Context: an optimization exercise on an open-source flow, tuned for small area. The choices shown serve that exercise and are no tape-out recipe. Only simulation tests tie the RTL to the original design; equivalence was not proved. No activity file was given, so power comes from the tool's default toggle rates.

--- flow/design.v ---
module alu (
    input wire [31:0] a,
    input wire [31:0] b,
    input wire sub,
    input wire sgn,
    input wire fill_en,
    input wire sh_left,
    input wire s_sum,
    input wire s_sr,
    input wire s_sl,
    input wire s_xo,
    input wire s_ao,
    input wire s_lt,
    output wire [31:0] result
);
    genvar j;
    wire [32:0] c;
    wire [31:0] sum;
    alu_cla u_cla (.a(a[23:0]), .b(b[23:0]), .cin(sub), .c8(c[8]), .c16(c[16]), .c24(c[24]));
    assign c[0] = sub;
    generate
        for (j = 0; j < 32; j = j + 1) begin : add
            wire co;
            c_fa u (.a(a[j]), .b(b[j]), .ci(c[j]), .s(sum[j]), .co(co));
            if (j % 8 != 7 || j == 31) begin : chain
                assign c[j + 1] = co;
            end
        end
    endgenerate
    wire lt;
    alu_lt u_lt (.a31(a[31]), .b31(b[31]), .c32(c[32]), .sgn(sgn), .lt(lt));
    wire fill = fill_en & a[31] & ~sh_left;
    wire fill_n = ~fill;
    wire [31:0] a_rev, st0, st1, st2, st3, st4, st5, st5_rev;
    generate
        for (j = 0; j < 32; j = j + 1) begin : rev
            assign a_rev[j] = a[31 - j];
            assign st5_rev[j] = st5[31 - j];
        end
    endgenerate
    c_mux2i_v #(32) u_sr (.s({32{sh_left}}), .a0(a), .a1(a_rev), .y(st0));    
    c_mux2i_v #(32) u_s1 (.s({32{b[0]}}), .a0(st0), .a1({fill_n, st0[31:1]}), .y(st1));
    c_mux2i_v #(32) u_s2 (.s({32{b[1]}}), .a0(st1), .a1({{2{fill}}, st1[31:2]}), .y(st2));
    c_mux2i_v #(32) u_s4 (.s({32{b[2]}}), .a0(st2), .a1({{4{fill_n}}, st2[31:4]}), .y(st3));
    c_mux2i_v #(32) u_s8 (.s({32{b[3]}}), .a0(st3), .a1({{8{fill}}, st3[31:8]}), .y(st4));
    c_mux2i_v #(32) u_s16 (.s({32{b[4]}}), .a0(st4), .a1({{16{fill_n}}, st4[31:16]}), .y(st5));
    wire [31:0] yn, xab, xn, an;
    c_aoi222_v #(32) u_y (.a1({32{s_sum}}), .a2(sum), .b1({32{s_sr}}), .b2(st5),
                          .c1({32{s_sl}}), .c2(st5_rev), .y(yn));
    c_xor2_v #(32) u_xab (.a(a), .b(b), .y(xab));
    c_nand2_v #(32) u_xn (.a({32{s_xo}}), .b(xab), .y(xn));        
    c_nand3_v #(32) u_an (.a({32{s_ao}}), .b(a), .c(b), .y(an));   
    wire ltn;
    c_nand2_v #(1) u_ltn (.a(s_lt), .b(lt), .y(ltn));
    c_nand4_v #(1) u_o0 (.a(yn[0]), .b(xn[0]), .c(an[0]), .d(ltn), .y(result[0]));
    c_nand3_v #(31) u_o (.a(yn[31:1]), .b(xn[31:1]), .c(an[31:1]), .y(result[31:1]));
endmodule
module alu_cla (
    input wire [23:0] a,
    input wire [23:0] b,
    input wire cin,
    output wire c8,
    output wire c16,
    output wire c24
);
    wire [23:0] g = a & b;
    wire [23:0] p = a | b;
    reg [2:0] bg, bp;
    integer k, m;
    always @(*) begin
        for (k = 0; k < 3; k = k + 1) begin
            bg[k] = 1'b0;
            bp[k] = 1'b1;
            for (m = 0; m < 8; m = m + 1) begin
                bg[k] = g[8*k + m] | (p[8*k + m] & bg[k]);
                bp[k] = bp[k] & p[8*k + m];
            end
        end
    end
    assign c8 = bg[0] | (bp[0] & cin);
    assign c16 = bg[1] | (bp[1] & bg[0]) | (bp[1] & bp[0] & cin);
    assign c24 = bg[2] | (bp[2] & bg[1]) | (bp[2] & bp[1] & bg[0]) | (bp[2] & bp[1] & bp[0] & cin);
endmodule
module alu_lt (
    input wire a31,
    input wire b31,
    input wire c32,
    input wire sgn,
    output wire lt
);
    assign lt = (a31 ^ b31) ? ~c32 : (sgn ? a31 : ~b31);
endmodule
module c_fa (input wire a, input wire b, input wire ci, output wire s, output wire co);
    assign s = a ^ b ^ ci;
    assign co = (a & b) | (ci & (a ^ b));
endmodule
module c_oai22_v #(parameter W = 1) (
    input wire [W-1:0] a1,
    input wire [W-1:0] a2,
    input wire [W-1:0] b1,
    input wire [W-1:0] b2,
    output wire [W-1:0] y
);
    assign y = ~((a1 | a2) & (b1 | b2));
endmodule
module c_aoi222_v #(parameter W = 1) (
    input wire [W-1:0] a1,
    input wire [W-1:0] a2,
    input wire [W-1:0] b1,
    input wire [W-1:0] b2,
    input wire [W-1:0] c1,
    input wire [W-1:0] c2,
    output wire [W-1:0] y
);
    assign y = ~((a1 & a2) | (b1 & b2) | (c1 & c2));
endmodule
module c_aoi22_v #(parameter W = 1) (
    input wire [W-1:0] a1,
    input wire [W-1:0] a2,
    input wire [W-1:0] b1,
    input wire [W-1:0] b2,
    output wire [W-1:0] y
);
    assign y = ~((a1 & a2) | (b1 & b2));
endmodule
module c_or3_v #(parameter W = 1) (
    input wire [W-1:0] a,
    input wire [W-1:0] b,
    input wire [W-1:0] c,
    output wire [W-1:0] y
);
    assign y = a | b | c;
endmodule
module c_a2bb2oi_v #(parameter W = 1) (
    input wire [W-1:0] a1_n,
    input wire [W-1:0] a2_n,
    input wire [W-1:0] b1,
    input wire [W-1:0] b2,
    output wire [W-1:0] y
);
    assign y = ~((~a1_n & ~a2_n) | (b1 & b2));
endmodule
module c_mux2i_v #(parameter W = 1) (
    input wire [W-1:0] s,
    input wire [W-1:0] a0,
    input wire [W-1:0] a1,
    output wire [W-1:0] y
);
    assign y = ~((s & a1) | (~s & a0));
endmodule
module c_nand2_v #(parameter W = 1) (
    input wire [W-1:0] a,
    input wire [W-1:0] b,
    output wire [W-1:0] y
);
    assign y = ~(a & b);
endmodule
module c_nand3_v #(parameter W = 1) (
    input wire [W-1:0] a,
    input wire [W-1:0] b,
    input wire [W-1:0] c,
    output wire [W-1:0] y
);
    assign y = ~(a & b & c);
endmodule
module c_nand4_v #(parameter W = 1) (
    input wire [W-1:0] a,
    input wire [W-1:0] b,
    input wire [W-1:0] c,
    input wire [W-1:0] d,
    output wire [W-1:0] y
);
    assign y = ~(a & b & c & d);
endmodule
module c_nor3_v #(parameter W = 1) (
    input wire [W-1:0] a,
    input wire [W-1:0] b,
    input wire [W-1:0] c,
    output wire [W-1:0] y
);
    assign y = ~(a | b | c);
endmodule
module c_xor2_v #(parameter W = 1) (
    input wire [W-1:0] a,
    input wire [W-1:0] b,
    output wire [W-1:0] y
);
    assign y = a ^ b;
endmodule
module c_xnor2_v #(parameter W = 1) (
    input wire [W-1:0] a,
    input wire [W-1:0] b,
    output wire [W-1:0] y
);
    assign y = ~(a ^ b);
endmodule
module gpr (
    input wire clock,
    input wire reset,
    input wire reg_write,
    input wire is_r,
    input wire is_i,
    input wire sub,
    input wire [4:0] rs1,
    input wire [4:0] rs2,
    input wire [4:0] rd,
    input wire [31:0] imm,
    input wire [31:0] write_data,
    output wire [31:0] read_a,    
    output wire [31:0] read_b     
);
    reg phase;
    always @(posedge clock or posedge reset)
        if (reset)
            phase <= 1'b0;
        else
            phase <= ~phase;
    wire [31:1] en, en_n;
    gpr_wdec u_wdec (.reg_write(reg_write), .rd(rd), .en(en), .en_n(en_n));
    wire [31:0] wenc;
    c_xor2_v #(32) u_wenc (.a(write_data), .b({32{phase}}), .y(wenc));
    wire [32*33-1:0] slot_a, slot_b;
    assign slot_a[31:0] = {27'b0, rs1};
    assign slot_b[31:0] = {27'b0, rs2};
    assign slot_a[32*32 +: 32] = 32'b0;
    assign slot_b[32*32 +: 32] = imm;
    reg [31*32-1:0] r;
    wire [31*32-1:0] d, en_bits, en_n_bits;
    genvar i;
    generate
        for (i = 1; i < 32; i = i + 1) begin : regs
            assign en_bits[32*(i-1) +: 32] = {32{en[i]}};
            assign en_n_bits[32*(i-1) +: 32] = {32{en_n[i]}};
        end
    endgenerate
    c_oai22_v #(31*32) u_hold (.a1(en_bits), .a2(r), .b1(en_n_bits), .b2({31{wenc}}), .y(d));
    always @(posedge clock)
        r <= d;
    assign slot_a[32 +: 31*32] = r;
    assign slot_b[32 +: 31*32] = r;
    reg [31:1] written;
    always @(posedge clock or posedge reset)
        if (reset)
            written <= 31'b0;
        else
            written <= written | en;
    wire [32:0] sa, sb;
    wire ta, tb;
    gpr_sel u_sela (.rs(rs1), .written(written), .phase(phase), .gate(1'b1), .sub(1'b0),
                    .use_imm(1'b0), .s(sa), .t(ta));
    gpr_sel u_selb (.rs(rs2), .written(written), .phase(phase), .gate(is_r), .sub(sub),
                    .use_imm(is_i), .s(sb), .t(tb));
    rd_port #(.N(32)) u_rda (.s(sa[31:0]), .d(slot_a[32*32-1:0]), .t(ta), .y(read_a));
    rd_port #(.N(33)) u_rdb (.s(sb), .d(slot_b), .t(tb), .y(read_b));
endmodule
module gpr_wdec (
    input wire reg_write,
    input wire [4:0] rd,
    output wire [31:1] en,
    output wire [31:1] en_n
);
    genvar i;
    generate
        for (i = 1; i < 32; i = i + 1) begin : g
            assign en[i] = reg_write & (rd == i);
            assign en_n[i] = ~(reg_write & (rd == i));
        end
    endgenerate
endmodule
module gpr_sel (
    input wire [4:0] rs,
    input wire [31:1] written,
    input wire phase,
    input wire gate,
    input wire sub,
    input wire use_imm,
    output wire [32:0] s,
    output wire t
);
    wire [31:0] w = {written, 1'b0};
    wire hit = w[rs];
    genvar k;
    generate
        for (k = 1; k < 32; k = k + 1) begin : g
            assign s[k] = gate & w[k] & (rs == k);
        end
    endgenerate
    assign s[0] = gate & ~hit;
    assign s[32] = use_imm;
    assign t = (gate & hit & phase) ^ sub;
endmodule
module rd_port #(parameter N = 33) (
    input wire [N-1:0] s,
    input wire [32*N-1:0] d,
    input wire t,
    output wire [31:0] y
);
    wire [32*10-1:0] tn;
    genvar g;
    generate
        for (g = 0; g < 10; g = g + 1) begin : grp
            c_aoi222_v #(32) u (.a1({32{s[3*g]}}), .a2(d[32*(3*g) +: 32]),
                                .b1({32{s[3*g+1]}}), .b2(d[32*(3*g+1) +: 32]),
                                .c1({32{s[3*g+2]}}), .c2(d[32*(3*g+2) +: 32]),
                                .y(tn[32*g +: 32]));
        end
    endgenerate
    wire [31:0] o0, o1, o2;
    c_nand4_v #(32) u_o0 (.a(tn[0 +: 32]), .b(tn[32 +: 32]), .c(tn[64 +: 32]), .d(tn[96 +: 32]), .y(o0));
    c_nand4_v #(32) u_o1 (.a(tn[128 +: 32]), .b(tn[160 +: 32]), .c(tn[192 +: 32]), .d(tn[224 +: 32]), .y(o1));
    generate
        if (N == 33) begin : last3
            wire [31:0] t10;
            c_aoi222_v #(32) u (.a1({32{s[30]}}), .a2(d[32*30 +: 32]),
                                .b1({32{s[31]}}), .b2(d[32*31 +: 32]),
                                .c1({32{s[32]}}), .c2(d[32*32 +: 32]),
                                .y(t10));
            c_nand3_v #(32) u_o2 (.a(tn[256 +: 32]), .b(tn[288 +: 32]), .c(t10), .y(o2));
        end else begin : last2
            c_nand2aoi22_v #(32) u_o2 (.a(tn[256 +: 32]), .b(tn[288 +: 32]),
                                       .a1({32{s[30]}}), .a2(d[32*30 +: 32]),
                                       .b1({32{s[31]}}), .b2(d[32*31 +: 32]), .y(o2));
        end
    endgenerate
    wire [31:0] m;
    c_or3_v #(32) u_m (.a(o0), .b(o1), .c(o2), .y(m));
    c_xor2_v #(32) u_y (.a(m), .b({32{t}}), .y(y));
endmodule
module c_nand2aoi22_v #(parameter W = 1) (
    input wire [W-1:0] a,
    input wire [W-1:0] b,
    input wire [W-1:0] a1,
    input wire [W-1:0] a2,
    input wire [W-1:0] b1,
    input wire [W-1:0] b2,
    output wire [W-1:0] y
);
    assign y = ~(a & b & ~((a1 & a2) | (b1 & b2)));
endmodule
module decoder (
    input wire [31:0] instruction,
    output wire reg_write,
    output wire reg_read,
    output wire is_r,
    output wire is_i,
    output wire sub,       
    output wire sgn,       
    output wire fill_en,   
    output wire sh_left,   
    output wire s_sum,     
    output wire s_sr,
    output wire s_sl,
    output wire s_xo,      
    output wire s_ao,      
    output wire s_lt
);
    wire [6:0] opcode = instruction[6:0];
    wire [2:0] f3 = instruction[14:12];
    wire [6:0] f7 = instruction[31:25];
    assign is_i = (opcode == 7'b0010011);
    assign is_r = (opcode == 7'b0110011);
    wire f7_zero = (f7 == 7'b0000000);
    wire f7_alt = (f7 == 7'b0100000);
    wire r_ok = f7_zero | (f7_alt & (f3 == 3'b000 || f3 == 3'b101));
    assign reg_read = is_r | is_i;
    assign reg_write = is_i | (is_r & r_ok);
    assign sub = (f3 == 3'b000) ? (is_r & instruction[30]) : (f3[2:1] == 2'b01);
    assign sgn = ~f3[0];
    assign fill_en = instruction[30];
    assign sh_left = ~f3[2];
    assign s_sum = reg_write & (f3 == 3'b000);
    assign s_sr = reg_write & (f3 == 3'b101);
    assign s_sl = reg_write & (f3 == 3'b001);
    assign s_xo = reg_write & (f3 == 3'b100 || f3 == 3'b110);
    assign s_ao = reg_write & f3[2] & f3[1];
    assign s_lt = reg_write & (f3[2:1] == 2'b01);
endmodule
module riscv_top (
    input wire clk,
    input wire reset,
    input wire [31:0] instruction,
    output wire [31:0] alu_result,
    output wire reg_write,
    output wire reg_read
);
    wire is_r, is_i, sub, sgn, fill_en, sh_left;
    wire s_sum, s_sr, s_sl, s_xo, s_ao, s_lt;
    wire [31:0] a, b;
    decoder u_decoder (
        .instruction(instruction),
        .reg_write(reg_write),
        .reg_read(reg_read),
        .is_r(is_r),
        .is_i(is_i),
        .sub(sub),
        .sgn(sgn),
        .fill_en(fill_en),
        .sh_left(sh_left),
        .s_sum(s_sum),
        .s_sr(s_sr),
        .s_sl(s_sl),
        .s_xo(s_xo),
        .s_ao(s_ao),
        .s_lt(s_lt)
    );
    gpr u_gpr (
        .clock(clk),
        .reset(reset),
        .reg_write(reg_write),
        .is_r(is_r),
        .is_i(is_i),
        .sub(sub),
        .rs1(instruction[19:15]),
        .rs2(instruction[24:20]),
        .rd(instruction[11:7]),
        .imm({{20{instruction[31]}}, instruction[31:20]}),
        .write_data(alu_result),
        .read_a(a),
        .read_b(b)
    );
    alu u_alu (
        .a(a),
        .b(b),
        .sub(sub),
        .sgn(sgn),
        .fill_en(fill_en),
        .sh_left(sh_left),
        .s_sum(s_sum),
        .s_sr(s_sr),
        .s_sl(s_sl),
        .s_xo(s_xo),
        .s_ao(s_ao),
        .s_lt(s_lt),
        .result(alu_result)
    );
endmodule
--- flow/run.sh ---
#!/bin/bash
# synth_recipe.tcl (not shown) runs the flow's synth.tcl, then flattens the netlist and writes it again
# the make line also repeats each setting of config.mk as NAME=value (left out here)
make -C /OpenROAD-flow-scripts/flow DESIGN_CONFIG=/design/flow/config.mk WORK_HOME=/design/flow/orfs CLKGATE_MAP_FILE= SYNTH_SCRIPT=/design/flow/synth_recipe.tcl finish
--- flow/config.mk ---
export PLATFORM = sky130hd
export DESIGN_NAME = riscv_top
export DESIGN_NICKNAME = riscv_top
export VERILOG_FILES = /design/flow/design.v
export SDC_FILE = /design/flow/constraint.sdc
export NUM_CORES = 4
export LEC_CHECK = 0
export CAP_MARGIN = 20
export CORE_MARGIN = 2
export CORE_UTILIZATION = 50
export SETUP_SLACK_MARGIN = 0.1
export SLEW_MARGIN = 20
export SYNTH_HIERARCHICAL = 1
--- flow/constraint.sdc ---
create_clock -name core_clock -period 18.0 [get_ports {clk}]
set_input_delay 3.6000 -clock core_clock [delete_from_list [all_inputs] [get_ports {clk}]]
set_output_delay 3.6000 -clock core_clock [all_outputs]
set_load 0.01 [all_outputs]
==> results.json, run 1 <==
{
  "worst_pin_slew_ns": 1.26,
  "syn-cell-area_um2": 42400,
  "start_util": 0.506,
  "cts_hold_buf": 0,
  "die_y_um": 295,
  "skew_ns": 0.0328,
  "first_iter_violations": 11800,
  "yosys_warnings": 8,
  "hold_class": "flip-flop to flip-flop",
  "cts_root_buffer": "clkbuf_16",
  "crit_fanout": 24,
  "wl_um": 212000,
  "r2r_cells": 28,
  "start_kind": "input pin",
  "fin_crit_ns": 17.70,
  "cts_tree": "yes",
  "power_density_nw_per_um2": 97.0,
  "ir_drop_mv": 0.0915,
  "hpwl_um": 131000,
  "layout.nets": 4295,
  "grt_pass1_vias": 40900,
  "ioPinCount": 68,
  "path_class": "input pin to primary output",
  "grt.overflow.total": 0,
  "drv_slew": 0,
  "grt_pass1_wl_um": 298000,
  "crit_top_cell": "fa_1",
  "whs_path_depth": 1,
  "r2r-start": "u_gpr.written[12]$_DFF_PP0_",
  "cts.path.max_buffers": 3,
  "hold_viol": 0,
  "arrival_ns": 14.10,
  "post_cts_resized": 0,
  "grt_use_total": 0.466,
  "required_ns": 14.40,
  "cp_top_family": "simple AND/OR/NAND/NOR gates",
  "critPathBufInv": 4,
  "syn_inst": 3854,
  "fill_cells": 7127,
  "path_clk_slew_ns": 0.06,
  "status": "complete, no violations",
  "core_um2": 83800,
  "cap_viol_max_count": 0,
  "routed_via_density": 8.38,
  "timing.reg2reg.setup_slack_ns": 8.04,
  "crit_path_end_kind": "primary output",
  "crit_path_top_delay_cell": "and3_2",
  "drive_gt1_frac": 0.108,
  "rsz0062_at_grt": "false",
  "cts_setup_buffers": 0,
  "hold_start": "u_gpr.r[320]$_DFF_P_",
  "io_buffers": 67,
  "timing.slew.headroom": 0.158,
  "wire_per_inst_um": 38.9,
  "syn_to_final_growth_pct": 19.0,
  "globalplace.congestion": 1.05,
  "timing.final.crit_share": 0.983,
  "rows": 106,
  "htreeDepth": 3,
  "die_w_um": 295,
  "final_cell_area_um2": 50500,
  "firstDrtPassIters": 15,
  "ant_nets": 0,
  "vias": 45700,
  "dpl_cell_area_um2": 46700,
  "setup_violations": 0,
  "drc_errors": 0,
  "numCtsBuffers": 107,
  "setup_tns_ns": 0,
  "whs_endpoint": "u_gpr.r[320]$_DFF_P_",
  "grt_max_degree": 36,
  "clock-sinks": 1024,
  "antenna_found_initial": 10,
  "synth.avg_cell_area_um2": 11.0,
  "cp_num_cells": 29,
  "critPathMaxStageDelay_ns": 0.84,
  "insertion_delay_ns": 0.71,
  "p_leak_uw": 0.0183,
  "fmax_mhz": 56.5,
  "timing.rr.end": "u_gpr.r[415]$_DFF_P_",
  "dieArea_um2": 87200
}
placed cells by master, fill, tap and decap left out, types with 35 or more instances in the layout:
cell             count
conb_1              59
dfxtp_1            992
nand2_1             85
nand3_1            131
o22ai_1           1002
a222oi_1           704
nand4_1            130
clkbuf_16          108
buf_4              145
and3_1              42
clkdlybuf4s50_1     67
xor2_1              92
a22oi_1             35
mux2i_1            196
or3_1               68
final cells by class:
cell class                      count  area (µm²)  area share
Clock inverter                     37         369     0.00731
Tap cell                         1134        1420      0.0281
Antenna cell                       15        37.5    0.000743
Sequential cell                  1024       20700       0.409
Multi-Input combinational cell   2854       22700       0.449
Clock buffer                      154        3110      0.0615
Timing Repair Buffer              232        2200      0.0436
Inverter                           10        37.5    0.000743
registers in the layout, summed over array words and instances (netlist names):
signal         cells
u_gpr.phase        1
u_gpr.r          992
u_gpr.written     31
per-layer routing:
| layer | share of wire | track usage | up-vias |
|---|---|---|---|
| met5 | 0.00052 | 0.00610 | - |
| met4 | 0.075 | 0.287 | 8 |
| met3 | 0.17 | 0.180 | 771 |
| met2 | 0.39 | 0.630 | 4221 |
| met1 | 0.37 | 0.621 | 22400 |
| li1 | - | - | 18300 |
stage by stage:
step / setup WS, ns / instances / utilization / hold slack [ns] / total power [µW]
final: 0.303 / 5460 / 0.602 / 0.482 / 4900
after global routing: 0.258 / 5447 / 0.602 / 0.492 / 5000
after CTS: 0.866 / 5433 / 0.599 / 0.480 / 4870
after detailed placement: 0.895 / 5242 / 0.557 / 0.471 / 2700
after global placement: 1.01 / 5236 / 0.556 / 0.462 / 2690
after floorplan: 0.473 / 3911 / - / 0.455 / 2580
worst max-delay path by stage:
| stage | from | to | slack (ns) |
|---|---|---|---|
| after global placement | instruction[3] | alu_result[31] | 1.01 |
| after floorplan | instruction[3] | alu_result[31] | 0.47 |
| final | instruction[3] | alu_result[31] | 0.30 |
| after global routing | instruction[3] | alu_result[31] | 0.26 |
| after detailed placement | instruction[3] | alu_result[31] | 0.89 |
| after CTS | instruction[3] | alu_result[31] | 0.87 |
power by group:
group / switching, µW / total, µW / leakage (µW) / internal (µW)
logic: 220 / 340 / 0.00706 / 120
registers: 26.0 / 2330 / 0.00952 / 2300
clock network: 963 / 2230 / 0.00172 / 1270
total: 1210 / 4900 / 0.0183 / 3690
==> inputs of run 2 (changes only) <==
--- a/flow/design.v
+++ b/flow/design.v
@@ -125,2 +125,9 @@
 endmodule
+module c_and2_v #(parameter W = 1) (
+    input wire [W-1:0] a,
+    input wire [W-1:0] b,
+    output wire [W-1:0] y
+);
+    assign y = a & b;
+endmodule
 module c_or3_v #(parameter W = 1) (
@@ -248,8 +255,29 @@
     wire ta, tb;
-    gpr_sel u_sela (.rs(rs1), .written(written), .phase(phase), .gate(1'b1), .sub(1'b0),
-                    .use_imm(1'b0), .s(sa), .t(ta));
+    gpr_sel_a u_sela (.rs(rs1), .written(written), .phase(phase), .s(sa[31:0]), .t(ta));
+    assign sa[32] = 1'b0;
     gpr_sel u_selb (.rs(rs2), .written(written), .phase(phase), .gate(is_r), .sub(sub),
                     .use_imm(is_i), .s(sb), .t(tb));
-    rd_port #(.N(32)) u_rda (.s(sa[31:0]), .d(slot_a[32*32-1:0]), .t(ta), .y(read_a));
-    rd_port #(.N(33)) u_rdb (.s(sb), .d(slot_b), .t(tb), .y(read_b));
+    wire [5*32-1:0] slot_a_lo;
+    wire [5*33-1:0] slot_b_lo;
+    wire [27*31-1:0] slot_a_hi;
+    wire [27*32-1:0] slot_b_hi;
+    genvar k;
+    generate
+        for (k = 0; k < 33; k = k + 1) begin : split
+            if (k < 32) begin : a
+                assign slot_a_lo[5*k +: 5] = slot_a[32*k +: 5];
+            end
+            if (k >= 1 && k < 32) begin : ah
+                assign slot_a_hi[27*(k-1) +: 27] = slot_a[32*k + 5 +: 27];
+            end
+            assign slot_b_lo[5*k +: 5] = slot_b[32*k +: 5];
+            if (k >= 1) begin : bh
+                assign slot_b_hi[27*(k-1) +: 27] = slot_b[32*k + 5 +: 27];
+            end
+        end
+    endgenerate
+    rd_port #(.N(32), .W(5)) u_rda_lo (.s(sa[31:0]), .d(slot_a_lo[5*32-1:0]), .t(ta), .y(read_a[4:0]));
+    rd_port #(.N(31), .W(27)) u_rda_hi (.s(sa[31:1]), .d(slot_a_hi), .t(ta), .y(read_a[31:5]));
+    rd_port #(.N(33), .W(5)) u_rdb_lo (.s(sb), .d(slot_b_lo[5*33-1:0]), .t(tb), .y(read_b[4:0]));
+    rd_port #(.N(32), .W(27)) u_rdb_hi (.s(sb[32:1]), .d(slot_b_hi), .t(tb), .y(read_b[31:5]));
 endmodule
@@ -261,7 +289,29 @@
 );
+    wire [3:0] lo;
+    wire [7:0] hi;
+    gpr_predec u_pre (.gate(reg_write), .r(rd), .lo(lo), .hi(hi));
+    wire [31:0] lo_x, hi_x, e, e_n;
     genvar i;
     generate
-        for (i = 1; i < 32; i = i + 1) begin : g
-            assign en[i] = reg_write & (rd == i);
-            assign en_n[i] = ~(reg_write & (rd == i));
+        for (i = 0; i < 32; i = i + 1) begin : g
+            assign lo_x[i] = lo[i % 4];
+            assign hi_x[i] = hi[i / 4];
+        end
+    endgenerate
+    c_and2_v #(31) u_en (.a(lo_x[31:1]), .b(hi_x[31:1]), .y(en));
+    c_nand2_v #(31) u_en_n (.a(lo_x[31:1]), .b(hi_x[31:1]), .y(en_n));
+endmodule
+module gpr_predec (
+    input wire gate,
+    input wire [4:0] r,
+    output wire [3:0] lo,
+    output wire [7:0] hi
+);
+    genvar i;
+    generate
+        for (i = 0; i < 4; i = i + 1) begin : l
+            assign lo[i] = gate & (r[1:0] == i);
+        end
+        for (i = 0; i < 8; i = i + 1) begin : h
+            assign hi[i] = (r[4:2] == i);
         end
@@ -291,9 +341,27 @@
 endmodule
-module rd_port #(parameter N = 33) (
+module gpr_sel_a (
+    input wire [4:0] rs,
+    input wire [31:1] written,
+    input wire phase,
+    output wire [31:0] s,
+    output wire t
+);
+    wire [31:0] w = {written, 1'b0};
+    wire hit = w[rs];
+    genvar k;
+    generate
+        for (k = 1; k < 32; k = k + 1) begin : g
+            assign s[k] = w[k] & (rs == k);
+        end
+    endgenerate
+    assign s[0] = ~hit;
+    assign t = hit & phase;
+endmodule
+module rd_port #(parameter N = 33, parameter W = 32) (
     input wire [N-1:0] s,
-    input wire [32*N-1:0] d,
+    input wire [W*N-1:0] d,
     input wire t,
-    output wire [31:0] y
+    output wire [W-1:0] y
 );
-    wire [32*10-1:0] tn;
+    wire [W*10-1:0] tn;
     genvar g;
@@ -301,28 +369,32 @@
         for (g = 0; g < 10; g = g + 1) begin : grp
-            c_aoi222_v #(32) u (.a1({32{s[3*g]}}), .a2(d[32*(3*g) +: 32]),
-                                .b1({32{s[3*g+1]}}), .b2(d[32*(3*g+1) +: 32]),
-                                .c1({32{s[3*g+2]}}), .c2(d[32*(3*g+2) +: 32]),
-                                .y(tn[32*g +: 32]));
+            c_aoi222_v #(W) u (.a1({W{s[3*g]}}), .a2(d[W*(3*g) +: W]),
+                               .b1({W{s[3*g+1]}}), .b2(d[W*(3*g+1) +: W]),
+                               .c1({W{s[3*g+2]}}), .c2(d[W*(3*g+2) +: W]),
+                               .y(tn[W*g +: W]));
         end
     endgenerate
-    wire [31:0] o0, o1, o2;
-    c_nand4_v #(32) u_o0 (.a(tn[0 +: 32]), .b(tn[32 +: 32]), .c(tn[64 +: 32]), .d(tn[96 +: 32]), .y(o0));
-    c_nand4_v #(32) u_o1 (.a(tn[128 +: 32]), .b(tn[160 +: 32]), .c(tn[192 +: 32]), .d(tn[224 +: 32]), .y(o1));
+    wire [W-1:0] o0, o1, o2;
+    c_nand4_v #(W) u_o0 (.a(tn[0 +: W]), .b(tn[W +: W]), .c(tn[2*W +: W]), .d(tn[3*W +: W]), .y(o0));
+    c_nand4_v #(W) u_o1 (.a(tn[4*W +: W]), .b(tn[5*W +: W]), .c(tn[6*W +: W]), .d(tn[7*W +: W]), .y(o1));
     generate
         if (N == 33) begin : last3
-            wire [31:0] t10;
-            c_aoi222_v #(32) u (.a1({32{s[30]}}), .a2(d[32*30 +: 32]),
-                                .b1({32{s[31]}}), .b2(d[32*31 +: 32]),
-                                .c1({32{s[32]}}), .c2(d[32*32 +: 32]),
-                                .y(t10));
-            c_nand3_v #(32) u_o2 (.a(tn[256 +: 32]), .b(tn[288 +: 32]), .c(t10), .y(o2));
-        end else begin : last2
-            c_nand2aoi22_v #(32) u_o2 (.a(tn[256 +: 32]), .b(tn[288 +: 32]),
-                                       .a1({32{s[30]}}), .a2(d[32*30 +: 32]),
-                                       .b1({32{s[31]}}), .b2(d[32*31 +: 32]), .y(o2));
+            wire [W-1:0] t10;
+            c_aoi222_v #(W) u (.a1({W{s[30]}}), .a2(d[W*30 +: W]),
+                               .b1({W{s[31]}}), .b2(d[W*31 +: W]),
+                               .c1({W{s[32]}}), .c2(d[W*32 +: W]),
+                               .y(t10));
+            c_nand3_v #(W) u_o2 (.a(tn[8*W +: W]), .b(tn[9*W +: W]), .c(t10), .y(o2));
+        end else if (N == 32) begin : last2
+            c_nand2aoi22_v #(W) u_o2 (.a(tn[8*W +: W]), .b(tn[9*W +: W]),
+                                      .a1({W{s[30]}}), .a2(d[W*30 +: W]),
+                                      .b1({W{s[31]}}), .b2(d[W*31 +: W]), .y(o2));
+        end else begin : last1
+            wire [W-1:0] t10;
+            c_nand2_v #(W) u (.a({W{s[30]}}), .b(d[W*30 +: W]), .y(t10));
+            c_nand3_v #(W) u_o2 (.a(tn[8*W +: W]), .b(tn[9*W +: W]), .c(t10), .y(o2));
         end
     endgenerate
-    wire [31:0] m;
-    c_or3_v #(32) u_m (.a(o0), .b(o1), .c(o2), .y(m));
-    c_xor2_v #(32) u_y (.a(m), .b({32{t}}), .y(y));
+    wire [W-1:0] m;
+    c_or3_v #(W) u_m (.a(o0), .b(o1), .c(o2), .y(m));
+    c_xor2_v #(W) u_y (.a(m), .b({W{t}}), .y(y));
 endmodule
==> flow/flow/run.sh (new file) <==
#!/bin/bash
# The standard layout (standard.sh: ORFS synthesis through finish) with two
# changes, passed to ORFS through its own variables:
#  - clock tree: sink clusters of up to 20 flip-flops on clkbuf_16, and no dummy loads
#  - port buffers: buf_1 instead of ORFS's default pick
# make's output goes to standard.log; ORFS keeps each step's log under
# orfs/logs/.
set -euo pipefail
export CTS_ARGS="-sink_clustering_enable -repair_clock_nets -dont_use_dummy_load -sink_clustering_size 20 -sink_clustering_max_diameter 100 -buf_list sky130_fd_sc_hd__clkbuf_16"
export BUFFER_PORTS_ARGS="-buffer_cell sky130_fd_sc_hd__buf_1"
bash standard.sh > standard.log 2>&1
==> flow/standard.sh (new file) <==
#!/bin/bash
# synth_recipe.tcl (not shown) runs the flow's synth.tcl, then flattens the netlist and writes it again
# the make line also repeats each setting of config.mk as NAME=value (left out here)
make -C /OpenROAD-flow-scripts/flow DESIGN_CONFIG=/design/flow/config.mk WORK_HOME=/design/flow/orfs CLKGATE_MAP_FILE= SYNTH_SCRIPT=/design/flow/synth_recipe.tcl "${@:-finish}"
--- a/flow/config.mk
+++ b/flow/config.mk
@@ -7,7 +7,7 @@
 export LEC_CHECK = 0
-export CAP_MARGIN = 20
+export CAP_MARGIN = 10
 export CORE_MARGIN = 2
-export CORE_UTILIZATION = 50
+export CORE_UTILIZATION = 52
 export SETUP_SLACK_MARGIN = 0.1
-export SLEW_MARGIN = 20
+export SLEW_MARGIN = 10
 export SYNTH_HIERARCHICAL = 1
removed: flow/run.sh
==> results.json, run 2 <==
{
  "grt.overflow.total": 0,
  "rsz0062_at_grt": "false",
  "ys_seq_area_frac": 0.489,
  "post_cts_resized": 0,
  "antenna_found_initial": 19,
  "clockPowerShare": 0.341,
  "wire_per_inst_um": 41.3,
  "yosys.area_share.simple": 0.0856,
  "start_util": 0.525,
  "synthFlopType": "dfxtp_1",
  "grt_pass1_vias": 42300,
  "grt_use_total": 0.485,
  "synthMuxAreaShare": 0.0549,
  "wl_um": 212000,
  "power_density_nw_per_um2": 82.5,
  "dieArea_um2": 83500,
  "cts_root_buffer": "clkbuf_16",
  "start_kind": "input pin",
  "required_ns": 14.40,
  "internal_power_uw": 2940,
  "critPathMaxStageDelay_ns": 1.05,
  "drv_slew": 0,
  "p_leak_uw": 0.0169,
  "hold_class": "flip-flop to flip-flop",
  "crit_fanout": 17,
  "crit_path_end_kind": "primary output",
  "power_uw": 3860,
  "grt_pass1_wl_um": 297000,
  "status": "complete, no violations",
  "firstDrtPassIters": 15,
  "timing.reg2reg.setup_slack_ns": 8.04,
  "crit_top_cell": "fa_1",
  "io_buffers": 67,
  "arrival_ns": 13.01,
  "ys_types": 66,
  "switchingPower_uw": 927,
  "crit_path_top_delay_cell": "and3_1",
  "fill_cells": 6897,
  "ant_nets": 0,
  "whs_ns": 0.484,
  "synthXorXnorAreaFrac": 0.0272,
  "die_y_um": 289,
  "rows": 104,
  "numCtsBuffers": 57,
  "timing.slew.headroom": 0.0821,
  "p_seq_frac": 0.601,
  "top_register": "u_gpr.r",
  "cts_tree": "yes",
  "cap_viol_max_count": 0,
  "synth-adder-area-share": 0.0154,
  "synthTopCellsByCount": "1002 x o22ai_1, 992 x dfxtp_1, 677 x a222oi_1, 202 x mux2i_1, 133 x nand3_1",
  "synth.avg_cell_area_um2": 11.0,
  "path_class": "input pin to primary output",
  "skew_ns": 0.117,
  "yosysMostFrequentCell": "o22ai_1",
  "fin_crit_ns": 16.61,
  "globalplace.congestion": 1.01,
  "grt_max_degree": 37,
  "drive_gt1_frac": 0.0730,
  "final_cell_mix": "1002 x o22ai_1, 992 x dfxtp_1, 677 x a222oi_1",
  "largest_reg_flops": 992,
  "worst_pin_slew_ns": 1.37,
  "yosys_warnings": 8,
  "syn-cell-area_um2": 42200,
  "routed_via_density": 8.89,
  "core_um2": 80400,
  "final_common_cell": "o22ai_1",
  "multi_input_comb_area_um2": 22100,
  "synth_top_family_by_area": "compound AO/OA/AOI/OAI gates",
  "syn_inst": 3825,
  "cts_hold_buf": 0,
  "synthArstFlopShare": 0.0313,
  "die_w_um": 289,
  "layout.nets": 4134,
  "synth_compound_area_frac": 0.323,
  "syn_to_final_growth_pct": 11.0,
  "cts_setup_buffers": 0,
  "ys_ff_latch": 1024,
  "path_clk_slew_ns": 0.07,
  "insertion_delay_ns": 0.71,
  "clock-sinks": 1024,
  "timing.final.crit_share": 0.923,
  "hpwl_um": 129000,
  "hold_viol": 0,
  "fmax_mhz": 60.2,
  "htreeDepth": 2,
  "synth_edf_count": 0,
  "reg.largest.list": "u_gpr.r x992, u_gpr.written x31, u_gpr.phase x1",
  "setup_violations": 0,
  "synth_top_area_cell": "dfxtp_1",
  "ir_drop_mv": 0.0791,
  "setup_tns_ns": 0,
  "p_comb_frac": 0.059,
  "cts.path.max_buffers": 3,
  "first_iter_violations": 13100,
  "ioPinCount": 68,
  "synth_top_area_frac": 0.470,
  "whs_path_depth": 1,
  "sw_frac_of_total": 0.240,
  "ff_latch_area_um2": 20700,
  "r2r_cells": 25,
  "drc_errors": 0,
  "synthTopCellsByArea": "dfxtp_1 47%, a222oi_1 16%, o22ai_1 15%, mux2i_1 4.8%, xor2_1 2.7%",
  "vias": 45700
}
==> run 2: routing by layer <==
layer  share of wire  track usage  vias up
li1                -            -    17800
met1            0.34        0.617    22100
met2            0.39        0.658     4676
met3            0.17        0.197     1100
met4           0.091        0.350       16
met5          0.0016       0.0227        -
==> run 2: through the flow <==
stage               worst slack [ns]  cell area [µm²]  instances  utilization
global route                    1.13            46800       5127        0.582
global placement                1.88            45400       5068        0.564
CTS                             1.75            46800       5125        0.582
floorplan                      0.474            42200       3825            -
finish                          1.39            46900       5138        0.583
detailed placement              1.80            45400       5068        0.564
==> run 2: final timing paths <==
kind                                                  start                           to
worst max-delay path                         instruction[3]               alu_result[31]
worst min-delay path                   u_gpr.r[473]$_DFF_P_         u_gpr.r[473]$_DFF_P_
worst max register to register  u_gpr.written[22]$_DFF_PP0_         u_gpr.r[799]$_DFF_P_
worst min register to register         u_gpr.r[473]$_DFF_P_         u_gpr.r[473]$_DFF_P_
max in group asynchronous                             reset        u_gpr.phase$_DFF_PP0_
min in group asynchronous                             reset  u_gpr.written[16]$_DFF_PP0_
==> run 2: Yosys stat by module (local to each module, per instance), excerpt <==
module | cells | flip-flops and latches | copies in the design | area, µm²
gpr | 1057 | 1024 | 1 | 20900
gpr_sel_a | 79 | 0 | 1 | 687
gpr_sel | 85 | 0 | 1 | 661
alu_cla | 61 | 0 | 1 | 380
decoder | 30 | 0 | 1 | 195
gpr_predec | 12 | 0 | 1 | 96.3
alu_lt | 4 | 0 | 1 | 27.5
c_fa | 1 | 0 | 32 | 20.0
alu | 2 | 0 | 1 | 16.3
==> run 2: critical path, delay by kind of cell <==
| family | cells | cell delay, ns |
|---|---|---|
| buffers and inverters | 3 | 0.66 |
| and+or+nand+nor | 9 | 3.64 |
| adders and majority gates | 8 | 3.35 |
| AOI/OAI and AO/OA | 8 | 1.41 |
| xor gates and xnor gates | 1 | 0.32 |
==> run 2: kinds of logic after synthesis <==
group	Yosys count
simple gates	640
flops	1024
xor+xnor	131
buf+inv	24
mux	216
compound gates	1757
fa+ha+maj	33
==> run 2: power groups by stage <==
stage	Clock, µW	Sequential, µW	Combinational (µW)
detailed placement	0	2370	216
global route	1380	2330	238
global placement	0	2370	212
CTS	1310	2320	217
floorplan	0	2370	156
finish	1320	2320	226
==> run 2: final cells by class <==
type	count	share of cell area
Inverter	8	0.000641
Clock buffer	57	0.0304
Sequential cell	1024	0.441
Tap cell	1060	0.0283
Antenna cell	12	0.000641
Timing Repair Buffer	200	0.0269
Multi-Input combinational cell	2777	0.472
==> inputs of run 3 (changes only) <==
--- a/flow/design.v
+++ b/flow/design.v
@@ -226,4 +226,5 @@
     gpr_wdec u_wdec (.reg_write(reg_write), .rd(rd), .en(en), .en_n(en_n));
-    wire [31:0] wenc;
-    c_xor2_v #(32) u_wenc (.a(write_data), .b({32{phase}}), .y(wenc));
+    wire [31:0] wenc_lo, wenc_hi;
+    c_xor2_v #(32) u_wenc_lo (.a(write_data), .b({32{phase}}), .y(wenc_lo));
+    c_xor2_v #(32) u_wenc_hi (.a(write_data), .b({32{phase}}), .y(wenc_hi));
     wire [32*33-1:0] slot_a, slot_b;
@@ -242,3 +243,3 @@
     endgenerate
-    c_oai22_v #(31*32) u_hold (.a1(en_bits), .a2(r), .b1(en_n_bits), .b2({31{wenc}}), .y(d));
+    c_oai22_v #(31*32) u_hold (.a1(en_bits), .a2(r), .b1(en_n_bits), .b2({{16{wenc_hi}}, {15{wenc_lo}}}), .y(d));
     always @(posedge clock)
==> flow/flow/run.sh (replaced) <==
#!/bin/bash
# The standard layout (standard.sh: ORFS synthesis through finish) with two
# changes, passed to ORFS through its own variables:
#  - clock tree: sink clusters of up to 24 flip-flops on clkbuf_16, and no dummy loads
#  - port buffers: buf_1 instead of ORFS's default pick
# make's output goes to standard.log; ORFS keeps each step's log under
# orfs/logs/.
set -euo pipefail
export CTS_ARGS="-sink_clustering_enable -repair_clock_nets -dont_use_dummy_load -sink_clustering_size 24 -sink_clustering_max_diameter 100 -buf_list sky130_fd_sc_hd__clkbuf_16"
export BUFFER_PORTS_ARGS="-buffer_cell sky130_fd_sc_hd__buf_1"
bash standard.sh > standard.log 2>&1
--- a/flow/config.mk
+++ b/flow/config.mk
@@ -7,7 +7,7 @@
 export LEC_CHECK = 0
-export CAP_MARGIN = 10
+export CAP_MARGIN = 5
 export CORE_MARGIN = 2
-export CORE_UTILIZATION = 52
+export CORE_UTILIZATION = 56
 export SETUP_SLACK_MARGIN = 0.1
-export SLEW_MARGIN = 10
+export SLEW_MARGIN = 5
 export SYNTH_HIERARCHICAL = 1
==> results.json, run 3 <==
{
  "path_class": "input pin to primary output",
  "dieArea_um2": 78100,
  "synth-adder-area-share": 0.0153,
  "status": "failed layout checks",
  "hold_class": "flip-flop to flip-flop",
  "wire_per_inst_um": 41.5,
  "setup_tns_ns": 0,
  "crit_fanout": 18,
  "yosys.area_share.simple": 0.0851,
  "fin_crit_ns": 16.99,
  "setup_violations": 0,
  "path_clk_slew_ns": 0.09,
  "final_cell_area_um2": 46800,
  "start_kind": "input pin",
  "hold_viol": 0,
  "synth_top_family_by_area": "compound AO/OA/AOI/OAI gates",
  "synth.avg_cell_area_um2": 11.0,
  "clock-sinks": 1024,
  "reg.largest.list": "u_gpr.r x992, u_gpr.written x31, u_gpr.phase x1",
  "synthXorXnorAreaFrac": 0.0336,
  "synth_top_area_frac": 0.467,
  "firstDrtPassIters": 22,
  "p_leak_uw": 0.0171,
  "start_util": 0.562,
  "drv_slew": 20,
  "synth_compound_area_frac": 0.321,
  "required_ns": 14.40,
  "cap_viol_max_count": 1,
  "insertion_delay_ns": 0.67,
  "crit_path_end_kind": "primary output",
  "synthArstFlopShare": 0.0313,
  "numCtsBuffers": 49,
  "synthFlopType": "dfxtp_1",
  "cts_hold_buf": 0,
  "timing.slew.headroom": -0.0215,
  "hpwl_um": 135000,
  "htreeDepth": 2,
  "synth_top_area_cell": "dfxtp_1",
  "drc_errors": 0,
  "place_ws_ns": 1.68,
  "grt.overflow.total": 0,
  "die_w_um": 279,
  "yosysMostFrequentCell": "o22ai_1",
  "ioPinCount": 68,
  "crit_end": "alu_result[31]",
  "dpl_cell_area_um2": 45600,
  "worst_pin_slew_ns": 1.53,
  "ys_types": 66,
  "arrival_ns": 13.39,
  "synth_edf_count": 0,
  "power_density_nw_per_um2": 81.3,
  "final_common_cell": "o22ai_1",
  "core_um2": 75600,
  "syn-cell-area_um2": 42500,
  "ff_latch_area_um2": 20700,
  "cts_tree": "yes",
  "ys_ff_latch": 1024,
  "synthMuxAreaShare": 0.0546,
  "skew_ns": 0.0977,
  "layout.nets": 4225,
  "largest_reg_flops": 992,
  "critPathMaxStageDelay_ns": 1.14,
  "ir_drop_mv": 0.0819,
  "fill_cells": 6256,
  "grt_pass1_vias": 43100,
  "rows": 101,
  "crit_top_cell": "fa_1",
  "fmax_mhz": 58.9,
  "die_y_um": 279,
  "synthTopCellsByCount": "1002 x o22ai_1, 992 x dfxtp_1, 677 x a222oi_1, 202 x mux2i_1, 162 x xor2_1",
  "cts_root_buffer": "clkbuf_16",
  "check-failures": "capacitance limit, slew limit",
  "grt_max_degree": 36,
  "syn_inst": 3857,
  "timing.rr.end": "u_gpr.r[799]$_DFF_P_",
  "antenna_found_initial": 11,
  "cts.path.max_buffers": 3,
  "r2r_cells": 27,
  "setup.worst_path.start": "instruction[3]",
  "yosys_warnings": 8,
  "r2r-start": "u_gpr.written[30]$_DFF_PP0_",
  "finalWorstSetupSlack_ns": 1.01,
  "vias": 47100,
  "timing.final.crit_share": 0.944,
  "drive_gt1_frac": 0.0743,
  "final_cell_mix": "1002 x o22ai_1, 992 x dfxtp_1, 677 x a222oi_1",
  "routed_via_density": 9.16,
  "grt_use_total": 0.518,
  "ys_seq_area_frac": 0.486,
  "top_register": "u_gpr.r",
  "ant_nets": 0,
  "wl_um": 214000,
  "timing.reg2reg.setup_slack_ns": 8.05,
  "grt_pass1_wl_um": 300000,
  "synthTopCellsByArea": "dfxtp_1 47%, a222oi_1 16%, o22ai_1 15%, mux2i_1 4.8%, xor2_1 3.3%",
  "io_buffers": 67,
  "first_iter_violations": 15000,
  "globalplace.congestion": 1.11,
  "crit_path_top_delay_cell": "and3_1",
  "rsz0062_at_grt": "false",
  "cts_setup_buffers": 0,
  "syn_to_final_growth_pct": 10.3,
  "multi_input_comb_area_um2": 21900,
  "post_cts_resized": 0
}
-- run 3: logic make-up after synthesis --
logic type,count (synthesis)
DFF,1024
muxes,216
AOI/OAI and AO/OA,1757
adders and majority gates,33
and+or+nand+nor,640
xor gates and xnor gates,163
buffers and inverters,24
-- run 3: final cells by class --
cell class                 instances  share of cell area
timing repair buffer             267              0.0377
inverter                           8            0.000641
clock buffer                      49              0.0262
antenna                            8            0.000427
tap                              978              0.0261
multi-input combinational       2809               0.468
sequential                      1024               0.441
-- run 3: critical path: cells and delay by family --
family,cells,cell delay (ns)
adders and majority gates,9,3.63
and+or+nand+nor,10,4.22
buffers and inverters,3,0.50
AOI/OAI and AO/OA,6,1.31
xor gates and xnor gates,1,0.10
-- run 3: per-layer routing --
| layer | vias to the layer above | GRT usage | share of wire |
|---|---|---|---|
| li1 | 18000 | - | - |
| met1 | 22300 | 0.647 | 0.33 |
| met2 | 5337 | 0.697 | 0.38 |
| met3 | 1470 | 0.214 | 0.18 |
| met4 | 12 | 0.414 | 0.11 |
| met5 | - | 0.0169 | 0.00058 |
-- run 3: through the flow --
stage | hold WS, ns | power, µW | instances | utilization
after global placement | 0.461 | 2610 | 5086 | 0.603
after CTS | 0.486 | 3770 | 5135 | 0.619
after global routing | 0.498 | 3880 | 5137 | 0.620
after floorplan | 0.455 | 2520 | 3857 | -
final | 0.487 | 3810 | 5143 | 0.620
after detailed placement | 0.472 | 2610 | 5086 | 0.603
-- run 3: how the worst min path moves through the flow --
stage                               startpoint                    to  depth (start not counted)
after floorplan           u_gpr.r[101]$_DFF_P_  u_gpr.r[101]$_DFF_P_                          1
after global placement    u_gpr.r[881]$_DFF_P_  u_gpr.r[881]$_DFF_P_                          1
after detailed placement  u_gpr.r[169]$_DFF_P_  u_gpr.r[169]$_DFF_P_                          1
after CTS                 u_gpr.r[169]$_DFF_P_  u_gpr.r[169]$_DFF_P_                          1
after global routing      u_gpr.r[444]$_DFF_P_  u_gpr.r[444]$_DFF_P_                          1
final                     u_gpr.r[189]$_DFF_P_  u_gpr.r[189]$_DFF_P_                          1
-- run 3: power breakdown --
part           switching (µW)  leakage, µW  internal [µW]
clock                     740     0.000604            486
combinational             172      0.00693           87.3
sequential               27.3      0.00952           2300
total                     939       0.0171           2870
-- run 3: per-module statistics from Yosys, one instance, submodules excluded, a selection --
module / cells inside / cell area, µm² / flops+latches / copies in the design
gpr: 1057 / 20900 / 1024 / 1
gpr_predec: 12 / 96.3 / 0 / 1
c_fa: 1 / 20.0 / 0 / 32
gpr_sel_a: 79 / 687 / 0 / 1
decoder: 30 / 195 / 0 / 1
alu_cla: 61 / 380 / 0 / 1
alu: 2 / 16.3 / 0 / 1

afterwards: timing with drivers on the ports:
The flow's constraints put no driver on any port. The routed layouts listed below were extracted and timed again, unchanged, in two steps.
Step 1: set_driving_cell puts a clkbuf_16 on clk and a buf_2 on each other input, an assumption about the parent block.
Step 2, shift: input delay + t, output delay - t, t = (earliest + latest rising clock arrival at the registers) / 2. This alone moves slack from input paths to output paths.
a / b / c = ideal / step 1 / step 2; a / b = the first two.
run | t, ns | slack for setup (ns) | worst setup path after step 2 | latest minus earliest clock arrival (ns) | worst slew at a driven data input, ns
run 1 | 0.770 | 0.303 / 0.280 / 0.280 | input to output | 0.032 / 0.032 | 0.05
run 2 | 0.721 | 1.395 / 1.372 / 1.372 | input to output | 0.117 / 0.117 | 0.04
run 3 | 0.697 | 1.010 / 0.990 / 0.990 | input to output | 0.098 / 0.097 | 0.05
